Source: an optimization exercise on an open RTL-to-GDS flow (aim: small area and a short achievable clock period). Production flows keep margins and buffers that such runs may drop.
RTL that was checked went through simulation tests only; none was proved equivalent to the original.
The RTL of runs 1, 2 and 5 was laid out without a check of its function.
No activity file was given, so power comes from the tool's default toggle rates.

**design/flow/run.sh**
```bash
#!/bin/bash
# synth_recipe.tcl (not shown) runs the flow's synth.tcl, then flattens the netlist and writes it again
# the make line also repeats each setting of config.mk as NAME=value (left out here)
make -C /OpenROAD-flow-scripts/flow DESIGN_CONFIG=/design/flow/config.mk WORK_HOME=/design/flow/orfs CLKGATE_MAP_FILE= SYNTH_SCRIPT=/design/flow/synth_recipe.tcl finish
```
**design/flow/config.mk**
```make
export PLATFORM = sky130hd
export DESIGN_NAME = fir13_filter
export DESIGN_NICKNAME = fir13_filter
export VERILOG_FILES = /design/flow/design.v
export SDC_FILE = /design/flow/constraint.sdc
export NUM_CORES = 4
export LEC_CHECK = 0
export ABC_CLOCK_PERIOD_IN_PS = 2500
export CAP_MARGIN = 20
export CORE_MARGIN = 2
export CORE_UTILIZATION = 60
export CTS_BUF_LIST = sky130_fd_sc_hd__clkbuf_16
export CTS_CLUSTER_DIAMETER = 100
export CTS_CLUSTER_SIZE = 32
export SETUP_SLACK_MARGIN = 5.0
export SLEW_MARGIN = 20
export SYNTH_HIERARCHICAL = 1
export SYNTH_MINIMUM_KEEP_SIZE = 0
```
**design/flow/constraint.sdc**
```tcl
create_clock -name core_clock -period 7.5 [get_ports {clk}]
set_input_delay 1.5000 -clock core_clock [delete_from_list [all_inputs] [get_ports {clk}]]
set_output_delay 1.5000 -clock core_clock [all_outputs]
set_load 0.01 [all_outputs]
```
**design/flow/design.v**
```verilog
`timescale 1ns / 1ps
module fir13_filter(
    input wire clk,
    input wire n_rst,
    input wire signed [7:0] x_in,
    output reg signed [7:0] y_out
);
    reg signed [7:0] xr0, xr1, xr2, xr3, xr4, xr5, xr6, xr7, xr8, xr9, xr10, xr11;
    always @(posedge clk or negedge n_rst) begin
        if (!n_rst) begin
            xr0 <= 0; xr1 <= 0; xr2 <= 0; xr3 <= 0; xr4 <= 0; xr5 <= 0; xr6 <= 0; xr7 <= 0; xr8 <= 0; xr9 <= 0; xr10 <= 0; xr11 <= 0;
        end else begin
            xr0 <= x_in; xr1 <= xr0; xr2 <= xr1; xr3 <= xr2; xr4 <= xr3; xr5 <= xr4; xr6 <= xr5; xr7 <= xr6; xr8 <= xr7; xr9 <= xr8; xr10 <= xr9; xr11 <= xr10;
        end
    end
    reg [8:0] pa0, pa1, pa3, pb4, pb5;
    always @(posedge clk) begin
            pa0 <= ~($signed(x_in) + $signed(xr11));    
            pa1 <= ~($signed(xr0) + $signed(xr10));    
            pa3 <= $signed(xr2) + $signed(xr8);    
            pb4 <= $signed(xr4) + $signed(xr8);
            pb5 <= $signed(xr5) + $signed(xr7);
    end
    wire [7:0] x6 = xr7;    
    wire t1, t2;
    fir13_fa u_t1 (.a(pa0[0]), .b(pa0[1]), .c(pa1[0]), .s(t1), .co(t2));
    wire t3, t4;
    fir13_fa u_t3 (.a(pa0[1]), .b(pa0[2]), .c(pa1[1]), .s(t3), .co(t4));
    wire t5, t6;
    fir13_fa u_t5 (.a(pa1[3]), .b(pa1[5]), .c(pa3[0]), .s(t5), .co(t6));
    wire t7, t8;
    fir13_fa u_t7 (.a(pa0[2]), .b(pa0[3]), .c(pa1[2]), .s(t7), .co(t8));
    wire t9, t10;
    fir13_fa u_t9 (.a(pa1[4]), .b(pa1[6]), .c(pa3[1]), .s(t9), .co(t10));
    wire t11, t12;
    fir13_fa u_t11 (.a(pa0[3]), .b(pa0[4]), .c(pa1[3]), .s(t11), .co(t12));
    wire t13, t14;
    fir13_fa u_t13 (.a(pa1[5]), .b(pa1[7]), .c(pa3[2]), .s(t13), .co(t14));
    wire t15, t16;
    fir13_ha u_t15 (.a(pa3[5]), .b(pa3[7]), .s(t15), .co(t16));
    wire t17, t18;
    fir13_fa u_t17 (.a(pa0[4]), .b(pa0[5]), .c(pa1[4]), .s(t17), .co(t18));
    wire t19, t20;
    fir13_fa u_t19 (.a(pa1[6]), .b(pa3[3]), .c(pa3[6]), .s(t19), .co(t20));
    wire t21 = pa1[8] ^ pa3[8] ^ 1'b0;
    wire t22 = (pa1[8] & pa3[8]) | (pa1[8] & 1'b0) | (pa3[8] & 1'b0);
    wire t23, t24;
    fir13_fa u_t23 (.a(pa0[5]), .b(pa0[6]), .c(pa1[5]), .s(t23), .co(t24));
    wire t25, t26;
    fir13_fa u_t25 (.a(pa1[7]), .b(pa3[4]), .c(pa3[7]), .s(t25), .co(t26));
    wire t27, t28;
    fir13_fa u_t27 (.a(pa0[6]), .b(pa0[7]), .c(pa1[6]), .s(t27), .co(t28));
    wire t29, t30;
    fir13_ha u_t29 (.a(pa1[0]), .b(pa1[2]), .s(t29), .co(t30));
    wire t31, t32;
    fir13_fa u_t31 (.a(pa0[0]), .b(pa1[1]), .c(pa1[3]), .s(t31), .co(t32));
    wire t33, t34;
    fir13_ha u_t33 (.a(pa3[1]), .b(pa3[3]), .s(t33), .co(t34));
    wire t35, t36;
    fir13_fa u_t35 (.a(pa1[2]), .b(pa1[4]), .c(pa3[2]), .s(t35), .co(t36));
    wire t37 = pa3[4] ^ 1'b1 ^ t1;
    wire t38 = (pa3[4] & 1'b1) | (pa3[4] & t1) | (1'b1 & t1);
    wire t39 = pa3[3] ^ pa3[5] ^ 1'b1;
    wire t40 = (pa3[3] & pa3[5]) | (pa3[3] & 1'b1) | (pa3[5] & 1'b1);
    wire t41, t42;
    fir13_fa u_t41 (.a(t2), .b(t3), .c(t5), .s(t41), .co(t42));
    wire t43, t44;
    fir13_fa u_t43 (.a(pa3[4]), .b(pa3[6]), .c(t4), .s(t43), .co(t44));
    wire t45, t46;
    fir13_fa u_t45 (.a(t6), .b(t7), .c(t9), .s(t45), .co(t46));
    wire t47 = 1'b1 ^ t15 ^ t8;
    wire t48 = (1'b1 & t15) | (1'b1 & t8) | (t15 & t8);
    wire t49, t50;
    fir13_fa u_t49 (.a(t10), .b(t11), .c(t13), .s(t49), .co(t50));
    wire t51, t52;
    fir13_fa u_t51 (.a(t16), .b(t12), .c(t14), .s(t51), .co(t52));
    wire t53, t54;
    fir13_fa u_t53 (.a(t17), .b(t19), .c(~t21), .s(t53), .co(t54));
    wire t55 = 1'b1 ^ t18 ^ t20;
    wire t56 = (1'b1 & t18) | (1'b1 & t20) | (t18 & t20);
    wire t57, t58;
    fir13_fa u_t57 (.a(~t22), .b(t23), .c(t25), .s(t57), .co(t58));
    wire t59, t60;
    fir13_fa u_t59 (.a(pa1[8]), .b(~pa3[5]), .c(pa3[8]), .s(t59), .co(t60));
    wire t61, t62;
    fir13_fa u_t61 (.a(t24), .b(t26), .c(t27), .s(t61), .co(t62));
    wire t63, t64;
    fir13_fa u_t63 (.a(pa0[7]), .b(pa1[7]), .c(pa3[6]), .s(t63), .co(t64));
    wire t65 = pa0[8] ^ 1'b0 ^ ~t28;
    wire t66 = (pa0[8] & 1'b0) | (pa0[8] & ~t28) | (1'b0 & ~t28);
    wire t67 = pa0[8] ^ pa1[8];
    wire t68 = pa0[8] | pa1[8];
    wire t69, t70;
    fir13_ha u_t69 (.a(pa3[0]), .b(pa3[2]), .s(t69), .co(t70));
    wire t71 = 1'b1 ^ t30 ^ t33;
    wire t72 = (1'b1 & t30) | (1'b1 & t33) | (t30 & t33);
    wire t73, t74;
    fir13_fa u_t73 (.a(t34), .b(t32), .c(t35), .s(t73), .co(t74));
    wire t75, t76;
    fir13_fa u_t75 (.a(t36), .b(t39), .c(t38), .s(t75), .co(t76));
    wire t77, t78;
    fir13_fa u_t77 (.a(t40), .b(t42), .c(t43), .s(t77), .co(t78));
    wire t79, t80;
    fir13_fa u_t79 (.a(t44), .b(t46), .c(t47), .s(t79), .co(t80));
    wire t81, t82;
    fir13_fa u_t81 (.a(t48), .b(t50), .c(t51), .s(t81), .co(t82));
    wire t83, t84;
    fir13_fa u_t83 (.a(t52), .b(t55), .c(t54), .s(t83), .co(t84));
    wire t85, t86;
    fir13_fa u_t85 (.a(~t59), .b(t56), .c(t58), .s(t85), .co(t86));
    wire t87, t88;
    fir13_fa u_t87 (.a(~t60), .b(t63), .c(t62), .s(t87), .co(t88));
    wire t89, t90;
    fir13_fa u_t89 (.a(pa3[7]), .b(t67), .c(t64), .s(t89), .co(t90));
    wire t91, t92;
    fir13_ha u_t91 (.a(pa1[1]), .b(pa3[1]), .s(t91), .co(t92));
    wire t93 = 1'b1 ^ t69 ^ t29;
    wire t94 = (1'b1 & t69) | (1'b1 & t29) | (t69 & t29);
    wire t95, t96;
    fir13_fa u_t95 (.a(t70), .b(t31), .c(t71), .s(t95), .co(t96));
    wire t97, t98;
    fir13_fa u_t97 (.a(t72), .b(t73), .c(t37), .s(t97), .co(t98));
    wire t99, t100;
    fir13_fa u_t99 (.a(t74), .b(t41), .c(t75), .s(t99), .co(t100));
    wire t101, t102;
    fir13_fa u_t101 (.a(t45), .b(t76), .c(t77), .s(t101), .co(t102));
    wire t103, t104;
    fir13_fa u_t103 (.a(t49), .b(t78), .c(t79), .s(t103), .co(t104));
    wire t105, t106;
    fir13_fa u_t105 (.a(t53), .b(t80), .c(t81), .s(t105), .co(t106));
    wire t107, t108;
    fir13_fa u_t107 (.a(t57), .b(t82), .c(t83), .s(t107), .co(t108));
    wire t109, t110;
    fir13_fa u_t109 (.a(t61), .b(t84), .c(t85), .s(t109), .co(t110));
    wire t111, t112;
    fir13_fa u_t111 (.a(~t65), .b(t86), .c(t87), .s(t111), .co(t112));
    wire t113, t114;
    fir13_fa u_t113 (.a(~t66), .b(t89), .c(t88), .s(t113), .co(t114));
    wire t115, t116;
    fir13_fa u_t115 (.a(pa3[8]), .b(t68), .c(~t90), .s(t115), .co(t116));
    reg [27:0] qa;
    always @(posedge clk)
        qa <= {t116, t115, t114, t113, t112, t111, t110, t109, t108, t107, t106, t105, t104, t103, t102, t101, t100, t99, t98, t97, t96, t95, t94, t93, t92, t91, pa3[0], pa1[0]};
    wire t117, t118;
    fir13_ha u_t117 (.a(pb4[0]), .b(pb4[2]), .s(t117), .co(t118));
    wire t119, t120;
    fir13_fa u_t119 (.a(pb4[1]), .b(pb4[3]), .c(pb5[0]), .s(t119), .co(t120));
    wire t121, t122;
    fir13_fa u_t121 (.a(pb5[6]), .b(x6[0]), .c(x6[7]), .s(t121), .co(t122));
    wire t123, t124;
    fir13_fa u_t123 (.a(pb4[2]), .b(pb4[4]), .c(pb5[1]), .s(t123), .co(t124));
    wire t125, t126;
    fir13_fa u_t125 (.a(pb5[7]), .b(x6[1]), .c(qa[15]), .s(t125), .co(t126));
    wire t127, t128;
    fir13_fa u_t127 (.a(pb4[3]), .b(pb4[5]), .c(pb5[2]), .s(t127), .co(t128));
    wire t129, t130;
    fir13_fa u_t129 (.a(x6[2]), .b(qa[17]), .c(qa[18]), .s(t129), .co(t130));
    wire t131, t132;
    fir13_fa u_t131 (.a(pb4[4]), .b(pb4[6]), .c(pb5[3]), .s(t131), .co(t132));
    wire t133 = pb5[6] ^ x6[3];
    wire t134 = ~pb5[6] & x6[3];
    wire t135, t136;
    fir13_fa u_t135 (.a(pb4[5]), .b(pb4[7]), .c(pb5[4]), .s(t135), .co(t136));
    wire t137 = pb5[7] ^ x6[4];
    wire t138 = ~pb5[7] & x6[4];
    wire t139, t140;
    fir13_fa u_t139 (.a(pb4[6]), .b(pb5[5]), .c(pb5[8]), .s(t139), .co(t140));
    wire t141 = pb4[8] ^ x6[5];
    wire t142 = ~pb4[8] & x6[5];
    wire t143, t144;
    fir13_ha u_t143 (.a(pb4[7]), .b(pb5[6]), .s(t143), .co(t144));
    wire t145, t146;
    fir13_fa u_t145 (.a(pb4[0]), .b(pb5[3]), .c(qa[7]), .s(t145), .co(t146));
    wire t147, t148;
    fir13_fa u_t147 (.a(pb4[1]), .b(pb5[4]), .c(qa[9]), .s(t147), .co(t148));
    wire t149 = pb5[1] ^ x6[5];
    wire t150 = pb5[1] | x6[5];
    wire t151, t152;
    fir13_fa u_t151 (.a(pb5[5]), .b(qa[11]), .c(qa[12]), .s(t151), .co(t152));
    wire t153, t154;
    fir13_fa u_t153 (.a(pb5[2]), .b(x6[6]), .c(~t117), .s(t153), .co(t154));
    wire t155, t156;
    fir13_fa u_t155 (.a(~pb5[3]), .b(qa[13]), .c(qa[14]), .s(t155), .co(t156));
    wire t157, t158;
    fir13_fa u_t157 (.a(t118), .b(t119), .c(t121), .s(t157), .co(t158));
    wire t159, t160;
    fir13_fa u_t159 (.a(qa[16]), .b(t120), .c(t122), .s(t159), .co(t160));
    wire t161, t162;
    fir13_fa u_t161 (.a(~pb5[4]), .b(t123), .c(t125), .s(t161), .co(t162));
    wire t163, t164;
    fir13_fa u_t163 (.a(~pb5[5]), .b(t124), .c(t126), .s(t163), .co(t164));
    wire t165, t166;
    fir13_fa u_t165 (.a(~pb5[8]), .b(t127), .c(t129), .s(t165), .co(t166));
    wire t167, t168;
    fir13_fa u_t167 (.a(qa[19]), .b(qa[20]), .c(~t133), .s(t167), .co(t168));
    wire t169, t170;
    fir13_fa u_t169 (.a(t128), .b(t130), .c(t131), .s(t169), .co(t170));
    wire t171, t172;
    fir13_fa u_t171 (.a(qa[21]), .b(qa[22]), .c(t134), .s(t171), .co(t172));
    wire t173, t174;
    fir13_fa u_t173 (.a(~t137), .b(t132), .c(t135), .s(t173), .co(t174));
    wire t175, t176;
    fir13_fa u_t175 (.a(qa[23]), .b(qa[24]), .c(t138), .s(t175), .co(t176));
    wire t177, t178;
    fir13_fa u_t177 (.a(~t141), .b(t136), .c(t139), .s(t177), .co(t178));
    wire t179, t180;
    fir13_fa u_t179 (.a(x6[6]), .b(qa[25]), .c(~qa[26]), .s(t179), .co(t180));
    wire t181, t182;
    fir13_fa u_t181 (.a(t142), .b(t143), .c(t140), .s(t181), .co(t182));
    wire t183, t184;
    fir13_fa u_t183 (.a(pb4[8]), .b(x6[7]), .c(qa[27]), .s(t183), .co(t184));
    wire t185, t186;
    fir13_ha u_t185 (.a(pb5[7]), .b(t144), .s(t185), .co(t186));
    wire t187 = pb5[0] ^ x6[1];
    wire t188 = pb5[0] & ~x6[1];
    wire t189, t190;
    fir13_fa u_t189 (.a(pb5[1]), .b(qa[3]), .c(qa[4]), .s(t189), .co(t190));
    wire t191, t192;
    fir13_fa u_t191 (.a(pb5[2]), .b(qa[5]), .c(qa[6]), .s(t191), .co(t192));
    wire t193, t194;
    fir13_fa u_t193 (.a(pb5[0]), .b(x6[4]), .c(~qa[8]), .s(t193), .co(t194));
    wire t195, t196;
    fir13_fa u_t195 (.a(qa[10]), .b(t149), .c(t146), .s(t195), .co(t196));
    wire t197, t198;
    fir13_fa u_t197 (.a(~t150), .b(t148), .c(t151), .s(t197), .co(t198));
    wire t199, t200;
    fir13_fa u_t199 (.a(t152), .b(t155), .c(~t154), .s(t199), .co(t200));
    wire t201, t202;
    fir13_fa u_t201 (.a(t156), .b(t158), .c(t159), .s(t201), .co(t202));
    wire t203, t204;
    fir13_fa u_t203 (.a(t160), .b(t162), .c(t163), .s(t203), .co(t204));
    wire t205, t206;
    fir13_fa u_t205 (.a(t164), .b(t167), .c(t166), .s(t205), .co(t206));
    wire t207, t208;
    fir13_fa u_t207 (.a(t171), .b(t168), .c(t170), .s(t207), .co(t208));
    wire t209, t210;
    fir13_fa u_t209 (.a(t172), .b(t175), .c(t174), .s(t209), .co(t210));
    wire t211, t212;
    fir13_fa u_t211 (.a(t179), .b(t176), .c(t178), .s(t211), .co(t212));
    wire t213, t214;
    fir13_fa u_t213 (.a(t180), .b(~t183), .c(t185), .s(t213), .co(t214));
    wire t215 = pb5[8] ^ 1'b0 ^ t184;
    wire t216 = (pb5[8] & 1'b0) | (pb5[8] & t184) | (1'b0 & t184);
    wire t217 = x6[0] ^ qa[0];
    wire t218 = ~x6[0] & qa[0];
    wire t219 = 1'b0 ^ ~qa[2] ^ t187;
    wire t220 = (1'b0 & ~qa[2]) | (1'b0 & t187) | (~qa[2] & t187);
    wire t221, t222;
    fir13_fa u_t221 (.a(~x6[2]), .b(t188), .c(t189), .s(t221), .co(t222));
    wire t223, t224;
    fir13_fa u_t223 (.a(~x6[3]), .b(t190), .c(t191), .s(t223), .co(t224));
    wire t225, t226;
    fir13_fa u_t225 (.a(t192), .b(t145), .c(~t193), .s(t225), .co(t226));
    wire t227, t228;
    fir13_fa u_t227 (.a(~t194), .b(t147), .c(t195), .s(t227), .co(t228));
    wire t229, t230;
    fir13_fa u_t229 (.a(t196), .b(~t153), .c(t197), .s(t229), .co(t230));
    wire t231, t232;
    fir13_fa u_t231 (.a(t198), .b(t157), .c(t199), .s(t231), .co(t232));
    wire t233, t234;
    fir13_fa u_t233 (.a(t161), .b(t200), .c(t201), .s(t233), .co(t234));
    wire t235, t236;
    fir13_fa u_t235 (.a(t165), .b(t202), .c(t203), .s(t235), .co(t236));
    wire t237, t238;
    fir13_fa u_t237 (.a(t169), .b(t204), .c(t205), .s(t237), .co(t238));
    wire t239, t240;
    fir13_fa u_t239 (.a(t173), .b(t206), .c(t207), .s(t239), .co(t240));
    wire t241, t242;
    fir13_fa u_t241 (.a(t177), .b(t208), .c(t209), .s(t241), .co(t242));
    wire t243, t244;
    fir13_fa u_t243 (.a(t181), .b(t210), .c(t211), .s(t243), .co(t244));
    wire t245, t246;
    fir13_fa u_t245 (.a(t182), .b(t213), .c(t212), .s(t245), .co(t246));
    wire t247, t248;
    fir13_fa u_t247 (.a(t186), .b(~t215), .c(t214), .s(t247), .co(t248));
    wire [4:0] lo_a = {t224, t222, ~t220, t218, ~t217};
    wire [4:0] lo_b = {t225, t223, t221, ~t219, qa[1]};
    wire [5:0] lo_sum = {1'b0, lo_a} + {1'b0, lo_b};
    reg [12:0] z0, z1;
    reg zc;
    always @(posedge clk) begin
            z0 <= {1'b1, t248, t246, t244, t242, t240, t238, t236, t234, t232, t230, t228, t226};
            z1 <= {1'b0, ~t216, t247, t245, t243, t241, t239, t237, t235, t233, t231, t229, t227};
            zc <= lo_sum[5];
    end
    reg [2:0] vld;
    always @(posedge clk or negedge n_rst) begin
        if (!n_rst)
            vld <= 3'b000;
        else
            vld <= {vld[1:0], 1'b1};
    end
    wire [12:0] acc_hi = z0 + z1 + {12'd0, zc};
    wire sgn = acc_hi[12];
    wire ovf = acc_hi[12] ^ acc_hi[11];
    wire [7:0] clip = ovf ? {sgn, {7{~sgn}}} : acc_hi[11:4];
    always @(posedge clk or negedge n_rst) begin
        if (!n_rst)
            y_out <= 8'd0;
        else
            y_out <= vld[2] ? clip : 8'd0;
    end
endmodule
module fir13_fa(input wire a, input wire b, input wire c, output wire s, output wire co);
    assign s = a ^ b ^ c;
    assign co = (a & b) | (a & c) | (b & c);
endmodule
module fir13_ha(input wire a, input wire b, output wire s, output wire co);
    assign s = a ^ b;
    assign co = a & b;
endmodule
```
==> metrics.cfg, run 1 <==
[critical_path]
crit_arrival_ns=0.97
crit_family=flip-flops
worst-setup-path-type=register to output pin
crit_chain=buf_2
required_ns=6.00
cpMaxStageDelayCell=dfrtp_1
path_max_fanout=1
startpoint_type=register
crit_buf_inv=1
max_stage_delay_ns=0.38
worstSetupEndpointType=output pin

[power_and_ir_drop]
cell_internal_pwr_mw=2.54
p_sw_mw=1.48
power.density_mw_per_mm2=399
ir_drop_mv=0.246
p_seq_frac=0.384
power.share.clock=0.151
p_sw_frac=0.368
power_mw=4.02
p_leak_nw=4.60
power_frac_comb=0.465

[timing]
max_clock_freq_ghz=0.406
worst_slew_pin_slew_ns=0.728
setup_viol=0
fin_crit_ns=2.47
drv_slew=0
timing.final.crit_share=0.329
fin_setup_tns_ns=0
whs_ns=0.321
finalHoldViolCount=0
relSlewSlack=0.515
finalClockSkew_ns=0.0287
worst_slack_ns=5.03
rsz0062_at_grt=true

[drt]
drtIter0Drc=138
routed_wirelength_um=15000
vias=4575
drt-vias-per-instance=5.17
detail_route.wl_per_cell_um=16.9
drc=0
drtPass1Iterations=4
ant_nets=0

[floorplanning]
die_area_mm2=0.0165
io_pins=18
fp-row-count=45
dieHeight_um=128
coreArea_mm2=0.0151
start_util=0.612
fp.dieW_um=128

[global_routing]
grt_use_met2=0.349
overflow=0
grt_start_max_net_pins=61
grt_usage=0.201
use_met1=0.269
gr-usage-met3=0.0304
top_usage_layer=met2
first_global_vias=5115
grt_pass1_wl_um=25600
antenna_found_initial=0

[place]
dpl_worst_slack_ns=3.99
dpl_cell_area_mm2=0.00971
gp_congestion=0.875
placed_cells=866
io_buffers=17
dpl.hpwl_um=12100

[synth]
syn-cell-area_mm2=0.00928
synth_seq_cells=205
synth_edf_count=0
syn_nets=857
ys.warnings.count=7
ys_seq_area_frac=0.500
syn_avg_cell_area_um2=14.0
synth_top_area_cell=dfrtp_1
synth_ff_type=dfrtp_1
synth.area.top_cells=dfrtp_1, fa_1, dfxtp_1
synth_cells=662
synth_top_area_share=0.289
synthArstFlopShare=0.522
yosysUniqueCellTypes=41

[cells_and_area]
regArea_mm2=0.00465
final_cell_mix=dfrtp_1, fa_1, dfxtp_1
area_delta_synth_final_pct=8.36
antenna_cells=0
utilization=0.664
final_cell_count_no_fill=885
multi_input_area_mm2=0.00440
fillerInstances=1104
final_area_mm2=0.0101
final_nets=888
drive_gt1_frac=0.0846
mostFrequentLayoutCell=dfrtp_1

[outcome]
status=complete, no violations

[clocking]
cts_tree=built
cts-buffers-inserted=10
path_clk_slew_ns=0.12
cts_max_path_buffers=3
cts.sinks=205
cts_hold_buf=0
root_buffer=clkbuf_16
insertion_delay_ns=0.47
cts_max_level=1

[worst_hold_path]
hold_class=register to register

[run]
maxCapViolations=0

## per-layer routing
layer / vias up / wire length (um)
met3: 17 / 439
li1: 2199 / -
met4: 0 / 313
met2: 57 / 7450
met5: - / 0
met1: 2302 / 6740
## final timing paths
kind | end | slack [ns] | cells past startpoint | start
max reg2reg | qa[16] | 5.07 | 4 | pa1[3]
min | xr2[2] | 0.32 | 0 | xr1[2]
min reg2reg | xr2[2] | 0.32 | 0 | xr1[2]
max | y_out[3] | 5.03 | 1 | y_out[3]
min in group asynchronous | xr6[1] | 1.04 | 1 | n_rst
max in group asynchronous | xr7[7] | 5.24 | 2 | n_rst
## flip-flops by register name, summed over array words and instances (netlist names), 9 cells and up
register	flops
pa0	9
qa	28
pb4	9
z0	12
pb5	9
z1	12
pa1	9
pa3	9
## Yosys cell counts, drive strengths merged (3+ instances only)
cell	n
nor2b	10
nand3	5
inv	83
dfrtp	107
o31ai	3
fa	104
nand2b	6
o21ai	10
nor3	10
nor2	26
nand2	9
o211ai	3
xor2	17
xnor2	17
dfxtp	98
o41ai	3
ha	81
o21bai	4
o21a	5
o41a	3
a21boi	4
a21o	9
a21oi	26
## cell type report
type | instances | share of cell area
clock buffer | 11 | 0.0274
clock inverter | 5 | 0.00349
inverter | 83 | 0.0310
multi-input combinational | 372 | 0.437
sequential | 205 | 0.462
tap | 188 | 0.0234
timing repair buffer | 21 | 0.0151
## per-module statistics from Yosys (local to each module, per instance)
module        cells inside  area [um^2]  flip-flops and latches  copies in the design
fir13_filter           555         7190                     205                     1
fir13_fa                 1         20.0                       0                    99
fir13_ha                 1         12.5                       0                     8
## repair_timing
| item | CTS | global route |
|---|---|---|
| setup endpoints to repair | 13 | 15 |
| buffers inserted | 3 | 0 |
| pin swaps | 12 | 3 |
| hold endpoints to repair | 0 | 0 |
| resized for setup | 49 | 15 |
## power groups by stage
stage	clock network (mW)	logic [mW]	registers, mW
floorplan	0	1.40	1.52
global placement	0	1.81	1.56
detailed placement	0	1.90	1.57
CTS	0.630	1.90	1.54
global route	0.677	2.21	1.57
finish	0.608	1.87	1.54
## kinds of logic (layout without fill, tap and decap cells)
group,Yosys count,count (layout),share of synthesized area
flip-flops,205,205,0.500
adder cells (fa/ha/maj),185,185,0.334
buffers and inverters,85,120,0.0344
AO/OA/AOI/OAI,80,80,0.0607
AND/OR/NAND/NOR,70,70,0.0359
XOR/XNOR,34,34,0.0321
multiplexers,2,2,0.00270
other,1,1,0.000404
==> inputs of run 2 (changes only) <==
--- a/design/flow/config.mk
+++ b/design/flow/config.mk
@@ -12,4 +12,4 @@
 export CTS_BUF_LIST = sky130_fd_sc_hd__clkbuf_16
-export CTS_CLUSTER_DIAMETER = 100
-export CTS_CLUSTER_SIZE = 32
+export CTS_CLUSTER_DIAMETER = 80
+export CTS_CLUSTER_SIZE = 30
 export SETUP_SLACK_MARGIN = 5.0
==> run 2 against run 1 <==
  * Still clean
  * Area after synthesis did not move
  * Setup slack got worse by 0.016 ns
  * Utilization rose by 0.24 points
  * Clock power rose by 3.6%
  * Sequential cell count did not move
  * Fmax fell by 0.64%
  * Largest cell class unchanged
  * Largest power group unchanged
==> metrics.cfg, run 2 <==
[cells_and_area]
final_nets=889  ; was 888
fillerInstances=1101  ; was 1104
antenna_cells=0  ; unchanged
utilization=0.666  ; was 0.664
multi_input_area_mm2=0.00440  ; about the same
drive_gt1_frac=0.0888  ; was 0.0846
regArea_mm2=0.00465  ; about the same
final_cell_mix=dfrtp_1, fa_1, dfxtp_1  ; unchanged
final_area_mm2=0.0101  ; about the same
mostFrequentLayoutCell=dfrtp_1  ; unchanged
largest_reg_flops=28  ; unchanged
reg_top3=qa (28), z0 (12), z1 (12)  ; unchanged
largest-register=qa  ; unchanged
area_delta_synth_final_pct=8.75  ; was 8.36%

[timing]
finalClockSkew_ns=0.0145  ; was 0.0287 ns
setup_viol=0  ; unchanged
finalHoldViolCount=0  ; unchanged
timing.final.crit_share=0.331  ; was 0.329
whs_ns=0.354  ; was 0.321 ns
drv_slew=0  ; unchanged
relSlewSlack=0.518  ; was 0.515
worst_slew_pin_slew_ns=0.723  ; was 0.728 ns
rsz0062_at_grt=true  ; unchanged
fin_crit_ns=2.48  ; was 2.47 ns
fin_setup_tns_ns=0  ; unchanged
max_clock_freq_ghz=0.403  ; was 0.406 GHz

[power_and_ir_drop]
ir_drop_mv=0.170  ; was 0.246 mV
power_mw=4.03  ; was 4.02 mW
power.density_mw_per_mm2=400  ; was 399 mW/mm^2
p_leak_nw=4.61  ; was 4.60 nW

[synth]
yosysUniqueCellTypes=41  ; unchanged
synth_seq_cells=205  ; unchanged
synth.area.top_cells=dfrtp_1, fa_1, dfxtp_1  ; unchanged
synthArstFlopShare=0.522  ; unchanged
synth_top_area_share=0.289  ; unchanged
synthAdderAreaFrac=0.334  ; unchanged
synth_compound_area_frac=0.0607  ; unchanged
syn_nets=857  ; unchanged
synth_edf_count=0  ; unchanged
synth_cells=662  ; unchanged
synth_top_area_cell=dfrtp_1  ; unchanged
synth_ff_type=dfrtp_1  ; unchanged
synth_top_family_by_area=adder cells  ; unchanged
synth-xor-area-share=0.0321  ; unchanged
yosys.area_share.simple=0.0359  ; unchanged
ys_seq_area_frac=0.500  ; unchanged
ys.warnings.count=7  ; unchanged
ys_top_cells_by_count=dfrtp_1, fa_1, dfxtp_1, inv_1, ha_1  ; unchanged
synth.most_common_cell=dfrtp_1  ; unchanged
syn-cell-area_mm2=0.00928  ; unchanged
synth_mux_area_frac=0.00270  ; unchanged
syn_avg_cell_area_um2=14.0  ; unchanged

[floorplanning]
fp.dieW_um=128  ; unchanged
coreArea_mm2=0.0151  ; unchanged
fp-row-count=45  ; unchanged
die_area_mm2=0.0165  ; unchanged
start_util=0.612  ; unchanged
dieHeight_um=128  ; unchanged
io_pins=18  ; unchanged

[global_routing]
first_global_vias=5122  ; was 5115
grt_usage=0.202  ; was 0.201
grt_start_max_net_pins=61  ; unchanged
antenna_found_initial=0  ; unchanged
overflow=0  ; unchanged
grt_pass1_wl_um=25600  ; unchanged

[critical_path]
reg2regPathDepth=4  ; unchanged
r2r-end=z1[3]  ; was qa[16]
crit_arrival_ns=2.82  ; was 0.97 ns
startpoint_type=register  ; unchanged
setup.worst_path.start=xr7[7]  ; was y_out[3]
reg2reg_from=xr7[7]  ; was pa1[3]
path_max_fanout=4  ; was 1
worstSetupEndpointType=register  ; was output pin
regToRegSetupSlack_ns=5.02  ; was 5.07 ns
worst-setup-path-type=register to register  ; was register to output pin
required_ns=7.84  ; was 6.00 ns

[worst_hold_path]
hold_class=register to register  ; unchanged
hold_depth=0  ; unchanged
min_to=vld[2]  ; was xr2[2]
hp-start=vld[1]  ; was xr1[2]

[clocking]
cts.sinks=205  ; unchanged
insertion_delay_ns=0.46  ; was 0.47 ns
cts-buffers-inserted=11  ; was 10
path_clk_slew_ns=0.10  ; was 0.12 ns
root_buffer=clkbuf_16  ; unchanged
cts_max_path_buffers=3  ; unchanged
cts_tree=built  ; unchanged
cts_max_level=1  ; unchanged
cts_hold_buf=0  ; unchanged

[run]
maxCapViolations=0  ; unchanged

[place]
dpl.hpwl_um=12100  ; unchanged
gp_congestion=0.875  ; unchanged
io_buffers=17  ; unchanged
dpl_cell_area_mm2=0.00971  ; unchanged

[drt]
drtPass1Iterations=4  ; unchanged
drt-vias-per-instance=5.19  ; was 5.17
detail_route.wl_per_cell_um=17.0  ; was 16.9 um
drc=0  ; unchanged
routed_wirelength_um=15000  ; about the same
ant_nets=0  ; unchanged
drtIter0Drc=175  ; was 138
vias=4600  ; was 4575

[outcome]
status=complete, no violations  ; unchanged

## run 2: metrics by stage
step	setup slack, ns	std cells
2_1_floorplan	4.74	662
3_3_place_gp	4.05	866
3_5_place_dp	3.99	866
4_1_cts	5.02	885
5_1_grt	4.97	886
6_report	5.02	886
## run 2: routing by layer
metal / vias up / wire length (um) / track usage
met5: - / 0 / 0
met4: 0 / 442 / 0.0640
met3: 23 / 405 / 0.0279
met2: 59 / 7340 / 0.345
met1: 2320 / 6840 / 0.271
li1: 2198 / - / -
## run 2: area by class of cell
cell class / count / share of cell area
clock buffers: 11 / 0.0273
clock inverters: 6 / 0.00533
inverters: 83 / 0.0309
multi-input cells: 372 / 0.436
flip-flops and latches: 205 / 0.461
well taps: 188 / 0.0233
repair buffers: 21 / 0.0158
## run 2: worst max-delay path, stage by stage, from the launching register on
cell and delay, ns:
dfrtp_1 0.54, fa_1 0.50, fa_1 0.40, fa_1 0.53
fa_1 0.41
## run 2: per-module statistics from Yosys (local to each module, per instance)
module,times used,flip-flops and latches,cells inside,cell area [um^2]
fir13_fa,99,0,1,20.0
fir13_ha,8,0,1,12.5
fir13_filter,1,205,555,7190
## run 2: cells by family (layout without fill, tap and decap cells)
logic type	count (synthesis)	count (layout)
compound gates	80	80
xor+xnor	34	34
fa+ha+maj	185	185
buf+inv	85	121
flops	205	205
mux	2	2
other cells	1	1
simple gates	70	70
## run 2: timing repair
item / in CTS / in global routing
endpoints found under the setup margin: 13 / 12
buffers inserted: 2 / 1
pin swaps: 10 / 4
endpoints found under the hold margin: 0 / 0
gates resized for setup: 48 / 18
## run 2: worst max-delay path by stage
stage                         to  slack, ns  cells after the start
after floorplan           pa0[6]       4.74                      9
after global placement    pa0[6]       4.05                     10
after detailed placement  pa0[6]       3.99                     10
after CTS                 pa0[6]       5.02                     10
after global routing       z1[3]       4.97                      4
final                      z1[3]       5.02                      4
## run 2: power by group
part	switching, mW	leakage [nW]	internal, mW
registers	0.155	2.08	1.39
logic	0.986	2.36	0.877
clock network	0.351	0.168	0.280
total	1.49	4.61	2.54
==> inputs of run 3 (changes only) <==
--- a/design/flow/design.v
+++ b/design/flow/design.v
@@ -20,4 +20,4 @@
             pa3 <= $signed(xr2) + $signed(xr8);    
-            pb4 <= $signed(xr4) + $signed(xr8);
-            pb5 <= $signed(xr5) + $signed(xr7);
+            pb4 <= $signed(xr4) + $signed(xr8);    
+            pb5 <= $signed(xr5) + $signed(xr7);    
     end
--- a/design/flow/config.mk
+++ b/design/flow/config.mk
@@ -10,3 +10,3 @@
 export CORE_MARGIN = 2
-export CORE_UTILIZATION = 60
+export CORE_UTILIZATION = 70
 export CTS_BUF_LIST = sky130_fd_sc_hd__clkbuf_16
==> run 3 against run 2 <==
  * Cell area about the same
  * Count of clock-buffer cells in the layout unchanged
  * Final cell count decreased by 1.0%
  * Area after synthesis unchanged
  * Still clean
  * Largest cell class unchanged
  * Utilization increased by 11 points
==> metrics.cfg, run 3 <==
[critical_path]
regToRegSetupSlack_ns=5.07  ; was 5.02 ns
reg2regPathDepth=4  ; unchanged
worst-setup-path-type=input pin to register  ; was register to register
required_ns=7.86  ; was 7.84 ns
crit_arrival_ns=2.89  ; was 2.82 ns
worstSetupEndpointType=register  ; unchanged
reg2reg_from=pa3[6]  ; was xr7[7]
path_max_fanout=3  ; was 4
r2r-end=qa[18]  ; was z1[3]
startpoint_type=input pin  ; was register

[drt]
drc=0  ; unchanged
drtIter0Drc=163  ; was 175
ant_nets=0  ; unchanged
drtPass1Iterations=5  ; was 4
drt-vias-per-instance=5.42  ; was 5.19
vias=4753  ; was 4600
detail_route.wl_per_cell_um=17.7  ; was 17.0 um
routed_wirelength_um=15600  ; was 15000 um

[synth]
synth_cells=662  ; unchanged
synth_top_area_share=0.289  ; unchanged
synth_top_area_cell=dfrtp_1  ; unchanged
syn_avg_cell_area_um2=14.0  ; unchanged
ys_top_cells_by_count=dfrtp_1, fa_1, dfxtp_1, inv_1, ha_1  ; unchanged
synth.area.top_cells=dfrtp_1, fa_1, dfxtp_1  ; unchanged
synth_ff_type=dfrtp_1  ; unchanged
synth_edf_count=0  ; unchanged
yosysUniqueCellTypes=41  ; unchanged
synth_seq_cells=205  ; unchanged
ys_seq_area_frac=0.500  ; unchanged
ys.warnings.count=7  ; unchanged
synth.most_common_cell=dfrtp_1  ; unchanged
synthArstFlopShare=0.522  ; unchanged
syn_nets=857  ; unchanged
syn-cell-area_mm2=0.00928  ; unchanged

[cells_and_area]
mostFrequentLayoutCell=dfrtp_1  ; unchanged
antenna_cells=0  ; unchanged
final_cell_mix=dfrtp_1, fa_1, dfxtp_1  ; unchanged
final_nets=893  ; was 889
largest-register=qa  ; unchanged
largest_reg_flops=28  ; unchanged
utilization=0.771  ; was 0.666
reg_top3=qa (28), z0 (12), z1 (12)  ; unchanged
final_area_mm2=0.0101  ; about the same
final_cell_count_no_fill=877  ; was 886
fillerInstances=793  ; was 1101
drive_gt1_frac=0.0970  ; was 0.0888
area_delta_synth_final_pct=8.79  ; was 8.75%

[floorplanning]
io_pins=18  ; unchanged
die_area_mm2=0.0142  ; was 0.0165 mm^2
start_util=0.709  ; was 0.612
fp-row-count=42  ; was 45
coreArea_mm2=0.0131  ; was 0.0151 mm^2
fp.dieW_um=119  ; was 128 um
dieHeight_um=119  ; was 128 um

[place]
dpl.hpwl_um=12100  ; about the same
gp_congestion=0.842  ; was 0.875
placed_cells=854  ; was 866
dpl_cell_area_mm2=0.00969  ; was 0.00971 mm^2
io_buffers=17  ; unchanged

[timing]
setup_viol=0  ; unchanged
worst_slew_pin_slew_ns=0.646  ; was 0.723 ns
fin_crit_ns=2.53  ; was 2.48 ns
finalHoldViolCount=0  ; unchanged
drv_slew=0  ; unchanged
timing.final.crit_share=0.337  ; was 0.331
whs_ns=0.355  ; was 0.354 ns
rsz0062_at_grt=true  ; unchanged
fin_setup_tns_ns=0  ; unchanged
relSlewSlack=0.570  ; was 0.518
finalClockSkew_ns=0.0281  ; was 0.0145 ns
max_clock_freq_ghz=0.396  ; was 0.403 GHz

[worst_hold_path]
hold_class=register to register  ; unchanged
hold_depth=0  ; unchanged
min_to=xr7[1]  ; was vld[2]
hp-start=xr6[1]  ; was vld[1]

[power_and_ir_drop]
p_leak_nw=4.61  ; about the same
power.density_mw_per_mm2=401  ; was 400 mW/mm^2
ir_drop_mv=0.233  ; was 0.170 mV

[clocking]
cts_tree=built  ; unchanged
path_clk_slew_ns=0.11  ; was 0.10 ns
insertion_delay_ns=0.46  ; about the same
root_buffer=clkbuf_16  ; unchanged
cts_max_level=1  ; unchanged
cts_max_path_buffers=3  ; unchanged
cts.sinks=205  ; unchanged
cts_hold_buf=0  ; unchanged
cts-buffers-inserted=11  ; unchanged

[global_routing]
first_global_vias=5497  ; was 5122
grt_pass1_wl_um=26500  ; was 25600 um
grt_usage=0.240  ; was 0.202
grt_start_max_net_pins=71  ; was 61
antenna_found_initial=0  ; unchanged
overflow=0  ; unchanged

[outcome]
status=complete, no violations  ; unchanged

[run]
maxCapViolations=0  ; unchanged

run 3: cell families after synthesis:
group                      synth area share
DFF                                   0.500
adders and majority gates             0.334
buffers and inverters                0.0344
AOI/OAI and AO/OA                    0.0607
and+or+nand+nor                      0.0359
xor gates and xnor gates             0.0321
muxes                               0.00270
other                              0.000404
run 3: worst max-delay path: stages:
cell             delay (ns)
clkdlybuf4s50_1        0.46
ha_4                   0.32
o21ai_2                0.07
a21oi_2                0.15
o21a_1                 0.18
nor2_1                 0.06
xor2_1                 0.14
run 3: cell type report:
class                      instances  area [um^2]  area share
tap                              176          220      0.0218
clock inverter                     5         28.8     0.00285
clock buffer                      11          275      0.0273
multi-input combinational        372         4410       0.437
timing repair buffer              25          190      0.0188
sequential                       205         4650       0.461
inverter                          83          314      0.0311
run 3: metal layers:
layer,routed length (um),up-vias,global-route usage
met5,0,-,0
met4,274,0,0.0580
met3,393,19,0.0287
met2,8180,71,0.437
met1,6700,2456,0.309
li1,-,2207,-
run 3: metrics by stage:
step                power [mW]  setup slack (ns)
finish                    4.04              4.97
global route              4.45              4.90
CTS                       4.08              4.98
detailed placement        3.47              4.03
global placement          3.34              4.05
floorplan                 2.92              4.74
run 3: report_power, final:
group | internal, mW | switching (mW)
combinational | 0.891 | 1.01
clock | 0.273 | 0.330
sequential | 1.39 | 0.152
total | 2.55 | 1.49
run 3: how the worst max path moves through the flow:
stage,startpoint,endpoint,slack [ns],depth (start not counted)
finish,x_in[3],pa0[6],4.97,7
floorplan,x_in[0],pa0[6],4.74,9
detailed placement,x_in[0],pa0[6],4.03,10
global placement,x_in[0],pa0[6],4.05,10
global route,x_in[0],pa0[8],4.90,10
CTS,x_in[0],pa0[8],4.98,10
run 3: timing repair:
item	in CTS	in global routing
pin swaps	11	10
gates resized for setup	51	19
setup buffers	2	5
setup endpoints to repair	15	64
run 3: per-module statistics from Yosys, one instance, submodules excluded:
module | area [um^2] | cells
fir13_fa | 20.0 | 1
fir13_ha | 12.5 | 1
fir13_filter | 7190 | 555
==> inputs of run 4 (changes only) <==
--- a/design/flow/config.mk
+++ b/design/flow/config.mk
@@ -10,6 +10,6 @@
 export CORE_MARGIN = 2
-export CORE_UTILIZATION = 70
+export CORE_UTILIZATION = 60
 export CTS_BUF_LIST = sky130_fd_sc_hd__clkbuf_16
-export CTS_CLUSTER_DIAMETER = 80
-export CTS_CLUSTER_SIZE = 30
+export CTS_CLUSTER_DIAMETER = 100
+export CTS_CLUSTER_SIZE = 32
 export SETUP_SLACK_MARGIN = 5.0
==> run 4 against run 3 <==
  * Still clean on timing, DRC and antenna
  * Worst hold slack got worse by 0.034 ns
  * Clock power increased by 0.8%
  * Sequential power about the same
  * Register-to-register slack about the same
  * Final cell count increased by 0.91%
  * Setup slack improved by 0.060 ns
  * Utilization decreased by 11 points
  * Global-route usage decreased by 3.9 points
  * Non-clock buffer count decreased by 4
  * Sequential share of layout area increased by 0.12 points
  * Count of clock-buffer cells in the layout unchanged
  * Highest routed layer unchanged
==> metrics.cfg, run 4 <==
[outcome]
status=complete, no violations  ; unchanged

[synth]
synth.most_common_cell=dfrtp_1  ; unchanged
syn_nets=857  ; unchanged
synth_top_area_share=0.289  ; unchanged
ys.warnings.count=7  ; unchanged
syn_avg_cell_area_um2=14.0  ; unchanged
ys_top_cells_by_count=dfrtp_1, fa_1, dfxtp_1, inv_1, ha_1  ; unchanged
syn-cell-area_mm2=0.00928  ; unchanged
synth.area.top_cells=dfrtp_1, fa_1, dfxtp_1  ; unchanged
synth_edf_count=0  ; unchanged
synthArstFlopShare=0.522  ; unchanged
yosysUniqueCellTypes=41  ; unchanged
synth_seq_cells=205  ; unchanged
synth_ff_type=dfrtp_1  ; unchanged
synth_top_area_cell=dfrtp_1  ; unchanged
ys_seq_area_frac=0.500  ; unchanged
synth_cells=662  ; unchanged

[drt]
drt-vias-per-instance=5.17  ; was 5.42
routed_wirelength_um=15000  ; was 15600 um
drc=0  ; unchanged
vias=4575  ; was 4753
drtIter0Drc=138  ; was 163
ant_nets=0  ; unchanged
detail_route.wl_per_cell_um=16.9  ; was 17.7 um
drtPass1Iterations=4  ; was 5

[floorplanning]
fp-row-count=45  ; was 42
io_pins=18  ; unchanged
die_area_mm2=0.0165  ; was 0.0142 mm^2
coreArea_mm2=0.0151  ; was 0.0131 mm^2
fp.dieW_um=128  ; was 119 um
dieHeight_um=128  ; was 119 um
start_util=0.612  ; was 0.709

[place]
gp_congestion=0.875  ; was 0.842
dpl.hpwl_um=12100  ; about the same
io_buffers=17  ; unchanged
dpl_worst_slack_ns=3.99  ; was 4.03 ns

[cells_and_area]
fillerInstances=1104  ; was 793
mostFrequentLayoutCell=dfrtp_1  ; unchanged
largest_reg_flops=28  ; unchanged
drive_gt1_frac=0.0846  ; was 0.0970
area_delta_synth_final_pct=8.36  ; was 8.79%
largest-register=qa  ; unchanged
final_nets=888  ; was 893
final_cell_mix=dfrtp_1, fa_1, dfxtp_1  ; unchanged
reg_top3=qa (28), z0 (12), z1 (12)  ; unchanged
antenna_cells=0  ; unchanged

[clocking]
cts.sinks=205  ; unchanged
cts_tree=built  ; unchanged
root_buffer=clkbuf_16  ; unchanged
cts_hold_buf=0  ; unchanged
insertion_delay_ns=0.47  ; was 0.46 ns
path_clk_slew_ns=0.12  ; was 0.11 ns
cts-buffers-inserted=10  ; was 11
cts_max_level=1  ; unchanged
cts_max_path_buffers=3  ; unchanged

[timing]
worst_slack_ns=5.03  ; was 4.97 ns
worst_slew_pin_slew_ns=0.728  ; was 0.646 ns
timing.final.crit_share=0.329  ; was 0.337
drv_slew=0  ; unchanged
rsz0062_at_grt=true  ; unchanged
fin_crit_ns=2.47  ; was 2.53 ns
fin_setup_tns_ns=0  ; unchanged
finalClockSkew_ns=0.0287  ; was 0.0281 ns
max_clock_freq_ghz=0.406  ; was 0.396 GHz
setup_viol=0  ; unchanged
finalHoldViolCount=0  ; unchanged
relSlewSlack=0.515  ; was 0.570
whs_ns=0.321  ; was 0.355 ns

[global_routing]
overflow=0  ; unchanged
antenna_found_initial=0  ; unchanged
grt_pass1_wl_um=25600  ; was 26500 um
grt_start_max_net_pins=61  ; was 71
grt_usage=0.201  ; was 0.240
first_global_vias=5115  ; was 5497

[power_and_ir_drop]
power.density_mw_per_mm2=399  ; was 401 mW/mm^2
p_seq_frac=0.384  ; was 0.381
p_leak_nw=4.60  ; was 4.61 nW
p_sw_frac=0.368  ; was 0.369
ir_drop_mv=0.246  ; was 0.233 mV
power.share.clock=0.151  ; was 0.149
cell_internal_pwr_mw=2.54  ; was 2.55 mW
p_sw_mw=1.48  ; was 1.49 mW
power_frac_comb=0.465  ; was 0.470
power_mw=4.02  ; was 4.04 mW

[critical_path]
crit_family=flip-flops  ; was buffers and inverters
max_stage_delay_ns=0.38  ; was 0.46 ns
path_max_fanout=1  ; was 3
required_ns=6.00  ; was 7.86 ns
crit_buf_inv=1  ; unchanged
crit_arrival_ns=0.97  ; was 2.89 ns
worstSetupEndpointType=output pin  ; was register
worst-setup-path-type=register to output pin  ; was input pin to register
cpMaxStageDelayCell=dfrtp_1  ; was clkdlybuf4s50_1
crit_chain=buf_2  ; was clkdlybuf4s50_1 > ha_4 > o21ai_2 > a21oi_2 > o21a_1 > nor2_1 > xor2_1
startpoint_type=register  ; was input pin

[worst_hold_path]
hold_class=register to register  ; unchanged

[run]
maxCapViolations=0  ; unchanged

## run 4: cell counts after synthesis
Identical to the previous run, type by type.
## run 4: final timing paths
check / start / end / slack (ns) / depth (start not counted)
setup reg to reg: pa1[3] / qa[16] / 5.07 / 4
min in group asynchronous: n_rst / xr6[1] / 1.04 / 1
max in group asynchronous: n_rst / xr7[7] / 5.24 / 2
hold / removal: xr1[2] / xr2[2] / 0.32 / 0
hold reg to reg: xr1[2] / xr2[2] / 0.32 / 0
setup / recovery: y_out[3] / y_out[3] / 5.03 / 1
## run 4: timing repair
action	CTS	global route
pin swaps	12	3
cloned	0	0
endpoints found under the setup margin	13	15
buffers inserted	3	0
gates resized for setup	49	15
## run 4: modules after synthesis (local to each module, per instance)
module	area, um^2	times used	flip-flops and latches	cells
fir13_filter	7190	1	205	555
fir13_fa	20.0	99	0	1
fir13_ha	12.5	8	0	1
## run 4: power by group through the flow
stage	clock network, mW	logic, mW	registers (mW)
3_5_place_dp	0	1.90	1.57
2_1_floorplan	0	1.40	1.52
4_1_cts	0.630	1.90	1.54
6_report	0.608	1.87	1.54
3_3_place_gp	0	1.81	1.56
5_1_grt	0.677	2.21	1.57
## run 4: area by class of cell
cell class	instances	area, um^2	share of cell area
Sequential cell	205	4650	0.462
Clock inverter	5	35.0	0.00349
Timing Repair Buffer	21	151	0.0151
Clock buffer	11	275	0.0274
Inverter	83	312	0.0310
Multi-Input combinational cell	372	4400	0.437
Tap cell	188	235	0.0234
## run 4: cell families (layout without fill, tap and decap cells)
group | Yosys count | count (layout) | synth area share
and+or+nand+nor | 70 | 70 | 0.0359
AOI/OAI and AO/OA | 80 | 80 | 0.0607
other | 1 | 1 | 0.000404
buffers and inverters | 85 | 120 | 0.0344
muxes | 2 | 2 | 0.00270
DFF | 205 | 205 | 0.500
xor gates and xnor gates | 34 | 34 | 0.0321
adders and majority gates | 185 | 185 | 0.334
## run 4: metal layers
layer  vias up  global-route usage  share of wire
met4         0              0.0498          0.021
met2        57               0.349           0.50
li1       2199                   -              -
met5         -                   0              0
met1      2302               0.269           0.45
met3        17              0.0304          0.029
## run 4: stage by stage
stage                      util  cells  instance area [um^2]
final                     0.664    885                 10100
after global routing      0.664    885                 10100
after CTS                 0.662    885                 10000
after detailed placement  0.641    866                  9710
after global placement    0.641    866                  9710
after floorplan               -    662                  9300
==> inputs of run 5 (changes only) <==
--- a/design/flow/design.v
+++ b/design/flow/design.v
@@ -275,11 +275,11 @@
     fir13_fa u_t247 (.a(t186), .b(~t215), .c(t214), .s(t247), .co(t248));
-    wire [4:0] lo_a = {t224, t222, ~t220, t218, ~t217};
-    wire [4:0] lo_b = {t225, t223, t221, ~t219, qa[1]};
-    wire [5:0] lo_sum = {1'b0, lo_a} + {1'b0, lo_b};
-    reg [12:0] z0, z1;
+    wire [5:0] lo_a = {t226, t224, t222, ~t220, t218, ~t217};
+    wire [5:0] lo_b = {t227, t225, t223, t221, ~t219, qa[1]};
+    wire [6:0] lo_sum = {1'b0, lo_a} + {1'b0, lo_b};
+    reg [11:0] z0, z1;
     reg zc;
     always @(posedge clk) begin
-            z0 <= {1'b1, t248, t246, t244, t242, t240, t238, t236, t234, t232, t230, t228, t226};
-            z1 <= {1'b0, ~t216, t247, t245, t243, t241, t239, t237, t235, t233, t231, t229, t227};
-            zc <= lo_sum[5];
+            z0 <= {1'b1, t248, t246, t244, t242, t240, t238, t236, t234, t232, t230, t228};
+            z1 <= {1'b0, ~t216, t247, t245, t243, t241, t239, t237, t235, t233, t231, t229};
+            zc <= lo_sum[6];
     end
@@ -292,6 +292,6 @@
     end
-    wire [12:0] acc_hi = z0 + z1 + {12'd0, zc};
-    wire sgn = acc_hi[12];
-    wire ovf = acc_hi[12] ^ acc_hi[11];
-    wire [7:0] clip = ovf ? {sgn, {7{~sgn}}} : acc_hi[11:4];
+    wire [11:0] acc_hi = z0 + z1 + {11'd0, zc};
+    wire sgn = acc_hi[11];
+    wire ovf = acc_hi[11] ^ acc_hi[10];
+    wire [7:0] clip = ovf ? {sgn, {7{~sgn}}} : acc_hi[10:3];
     always @(posedge clk or negedge n_rst) begin
==> run 5 against run 4 <==
  * Still clean on timing, DRC and antenna
  * Critical endpoint is now pa0[6]
  * Final cell count shrank 0.23%
  * Setup slack lost 0.0079 ns
  * Fmax fell by 0.32%
  * First-iteration DRC count grew 6.5%
  * Die area fell by 0.79%
  * Sequential share of layout area fell by 0.47 points
  * Register-to-register slack got worse by 0.02 ns
==> metrics.cfg, run 5 <==
[critical_path]
worst-setup-path-type=input pin to register  ; was register to output pin
reg2regPathDepth=4  ; unchanged
crit_arrival_ns=2.84  ; was 0.97 ns
required_ns=7.87  ; was 6.00 ns
startpoint_type=input pin  ; was register
worstSetupEndpointType=register  ; was output pin
path_max_fanout=2  ; was 1

[power_and_ir_drop]
p_leak_nw=4.64  ; was 4.60 nW
p_sw_mw=1.52  ; was 1.48 mW
power.share.clock=0.160  ; was 0.151
p_seq_frac=0.373  ; was 0.384
ir_drop_mv=0.204  ; was 0.246 mV
power.density_mw_per_mm2=405  ; was 399 mW/mm^2
power_frac_comb=0.468  ; was 0.465
p_sw_frac=0.372  ; was 0.368
cell_internal_pwr_mw=2.57  ; was 2.54 mW

[synth]
yosysUniqueCellTypes=42  ; was 41
synth_ff_type=dfrtp_1  ; unchanged
synth_cells=651  ; was 662
ys_seq_area_frac=0.500  ; about the same
synth.area.top_cells=dfrtp_1, fa_1, dfxtp_1  ; unchanged
ys.warnings.count=7  ; unchanged
syn-cell-area_mm2=0.00920  ; was 0.00928 mm^2
synth.most_common_cell=dfrtp_1  ; unchanged
synth_edf_count=0  ; unchanged
syn_avg_cell_area_um2=14.1  ; was 14.0 um^2
synth_top_area_share=0.291  ; was 0.289
ys_top_cells_by_count=dfrtp_1, fa_1, dfxtp_1, inv_1, ha_1  ; unchanged
synth_top_area_cell=dfrtp_1  ; unchanged
synth_seq_cells=203  ; was 205
synthArstFlopShare=0.527  ; was 0.522
syn_nets=846  ; was 857

[global_routing]
grt_use_met2=0.364  ; was 0.349
use_met1=0.271  ; was 0.269
first_global_vias=5070  ; was 5115
top_usage_layer=met2  ; unchanged
gr-usage-met3=0.0259  ; was 0.0304
grt_usage=0.206  ; was 0.201
antenna_found_initial=0  ; unchanged
grt_start_max_net_pins=64  ; was 61
overflow=0  ; unchanged
grt_pass1_wl_um=25600  ; about the same

[floorplanning]
dieHeight_um=128  ; about the same
io_pins=18  ; unchanged
die_area_mm2=0.0163  ; was 0.0165 mm^2
start_util=0.610  ; was 0.612
fp.dieW_um=128  ; about the same
fp-row-count=45  ; unchanged
coreArea_mm2=0.0151  ; about the same

[cells_and_area]
largest_reg_flops=28  ; unchanged
antenna_cells=0  ; unchanged
final_area_mm2=0.0101  ; about the same
final_nets=886  ; was 888
fillerInstances=1091  ; was 1104
final_cell_mix=fa_1, dfrtp_1, dfxtp_1  ; was dfrtp_1, fa_1, dfxtp_1
reg_top3=qa (28), z0 (11), z1 (11)  ; was qa (28), z0 (12), z1 (12)
largest-register=qa  ; unchanged
drive_gt1_frac=0.102  ; was 0.0846
area_delta_synth_final_pct=9.59  ; was 8.36%

[place]
io_buffers=17  ; unchanged
dpl.hpwl_um=12500  ; was 12100 um
gp_congestion=0.849  ; was 0.875
dpl_cell_area_mm2=0.00967  ; was 0.00971 mm^2

[worst_hold_path]
hold_depth=0  ; unchanged
hold_class=register to register  ; unchanged

[timing]
drv_slew=0  ; unchanged
max_clock_freq_ghz=0.404  ; was 0.406 GHz
fin_crit_ns=2.47  ; about the same
rsz0062_at_grt=true  ; unchanged
worst_slew_pin_slew_ns=0.749  ; was 0.728 ns
finalClockSkew_ns=0.0263  ; was 0.0287 ns
timing.final.crit_share=0.330  ; was 0.329
setup_viol=0  ; unchanged
fin_setup_tns_ns=0  ; unchanged
finalHoldViolCount=0  ; unchanged
relSlewSlack=0.496  ; was 0.515
whs_ns=0.332  ; was 0.321 ns

[drt]
detail_route.wl_per_cell_um=17.5  ; was 16.9 um
routed_wirelength_um=15500  ; was 15000 um
vias=4572  ; was 4575
drc=0  ; unchanged
drt-vias-per-instance=5.18  ; was 5.17
drtIter0Drc=147  ; was 138
ant_nets=0  ; unchanged
drtPass1Iterations=4  ; unchanged

[clocking]
cts-buffers-inserted=11  ; was 10
cts_tree=built  ; unchanged
cts_max_path_buffers=3  ; unchanged
path_clk_slew_ns=0.12  ; about the same
cts_hold_buf=0  ; unchanged
root_buffer=clkbuf_16  ; unchanged
cts.sinks=203  ; was 205
cts_max_level=1  ; unchanged
insertion_delay_ns=0.47  ; about the same

[run]
maxCapViolations=0  ; unchanged

[outcome]
status=complete, no violations  ; unchanged

[run 5: cell types whose count changed after synthesis, sizes merged, moves of 2 or more]
cell	before	now
a31oi	2	4
nor2	26	28
dfxtp	98	96
o31ai	3	7
a21o	9	11
xor2	17	20
nor3	10	5
a21boi	4	0
a211oi	2	0
a21oi	26	24
xnor2	17	15
[run 5: layer usage]
metal	vias to the layer above	share of wire	wire, um
met5	-	0	0
met4	0	0.026	406
met3	24	0.020	305
met2	53	0.51	7840
met1	2315	0.45	6930
li1	2180	-	-
[run 5: power groups by stage]
stage | Combinational (mW) | Clock [mW] | Sequential (mW)
floorplan | 1.41 | 0 | 1.51
detailed placement | 1.94 | 0 | 1.55
finish | 1.91 | 0.653 | 1.52
global route | 2.25 | 0.710 | 1.55
CTS | 1.95 | 0.673 | 1.53
global placement | 1.85 | 0 | 1.55
[run 5: repair_timing]
action                                  in CTS  in global routing
pin swaps                                    8                  9
gates cloned                                 0                  0
gates resized for setup                     47                 17
buffers inserted                             1                  8
endpoints found under the setup margin      14                 19
[run 5: cells by family after synthesis]
| kind of cell | Yosys count | synth area share |
|---|---|---|
| and+or+nand+nor | 64 | 0.0344 |
| xor gates and xnor gates | 35 | 0.0333 |
| buffers and inverters | 84 | 0.0358 |
| AOI/OAI and AO/OA | 79 | 0.0598 |
| other | 1 | 0.000408 |
| adders and majority gates | 185 | 0.336 |
| DFF | 203 | 0.500 |
[run 5: worst paths after layout]
check	from	to	slack, ns
worst max-delay path	x_in[0]	pa0[6]	5.03
worst min-delay path	xr9[1]	xr10[1]	0.33
worst max register to register	xr7[0]	z1[2]	5.05
worst min register to register	xr9[1]	xr10[1]	0.33
max in group asynchronous	n_rst	xr7[7]	5.46
min in group asynchronous	n_rst	xr6[1]	1.02
[run 5: final cells by class]
cell class	instances	area, um^2	area share
sequential	203	4620	0.458
clock inverter	6	70.1	0.00695
timing repair buffer	27	208	0.0206
inverter	84	329	0.0326
tap	188	235	0.0233
clock buffer	11	275	0.0273
multi-input combinational	364	4350	0.431
[run 5: through the flow]
stage	setup WS (ns)	power (mW)	std cells	util
6_report	5.03	4.09	883	0.668
3_3_place_gp	4.05	3.39	857	0.641
4_1_cts	5.00	4.15	875	0.662
2_1_floorplan	4.73	2.92	651	-
5_1_grt	4.97	4.51	883	0.668
3_5_place_dp	3.99	3.49	857	0.641
[run 5: worst max-delay path: stages]
cell	delay [ns]
buf_8	0.07
ha_4	0.12
inv_2	0.04
fa_2	0.37
nor2b_2	0.14
o21ai_2	0.09
a21oi_2	0.15
o21a_1	0.16
nor2_1	0.05
xor2_1	0.16
[run 5: Yosys stat by module (local to each module, per instance)]
module / flip-flops and latches / times used / cells inside / cell area (um^2)
fir13_ha: 0 / 8 / 1 / 12.5
fir13_fa: 0 / 99 / 1 / 20.0
fir13_filter: 203 / 1 / 544 / 7120

==> port drivers added, routing unchanged <==
Ports are ideal in the flow. The routed layouts listed here were re-timed in OpenROAD.
Step 1 sets driving cells, clkbuf_16 on the clock port and buf_2 on the other inputs (assumed; they add their load-dependent delay and slew).
Step 2 moves the port delays by t, midway between the first and last clock arrival at a register: inputs arrive t later, outputs are due t later. That takes back most of the time a late clock gives input paths.
Slacks: ideal / step 1 / step 2; pairs: ideal / step 1.
run	t (ns)	setup slack, ns	slew at the worst register clock pin (ns)
run 1	0.495	5.034 / 4.992 / 4.577	0.12 / 0.12
run 2	0.496	5.018 / 5.002 / 4.562	0.11 / 0.11
run 3	0.483	4.974 / 4.975 / 4.492	0.11 / 0.11
run 4	0.495	5.034 / 4.992 / 4.577	0.12 / 0.12
run 5	0.497	5.026 / 4.993 / 4.520	0.12 / 0.12
After both steps every run listed still meets setup and hold. The setup slack of run 5, which loses most, moves by -0.033 ns with the drivers and by -0.506 ns with both steps.
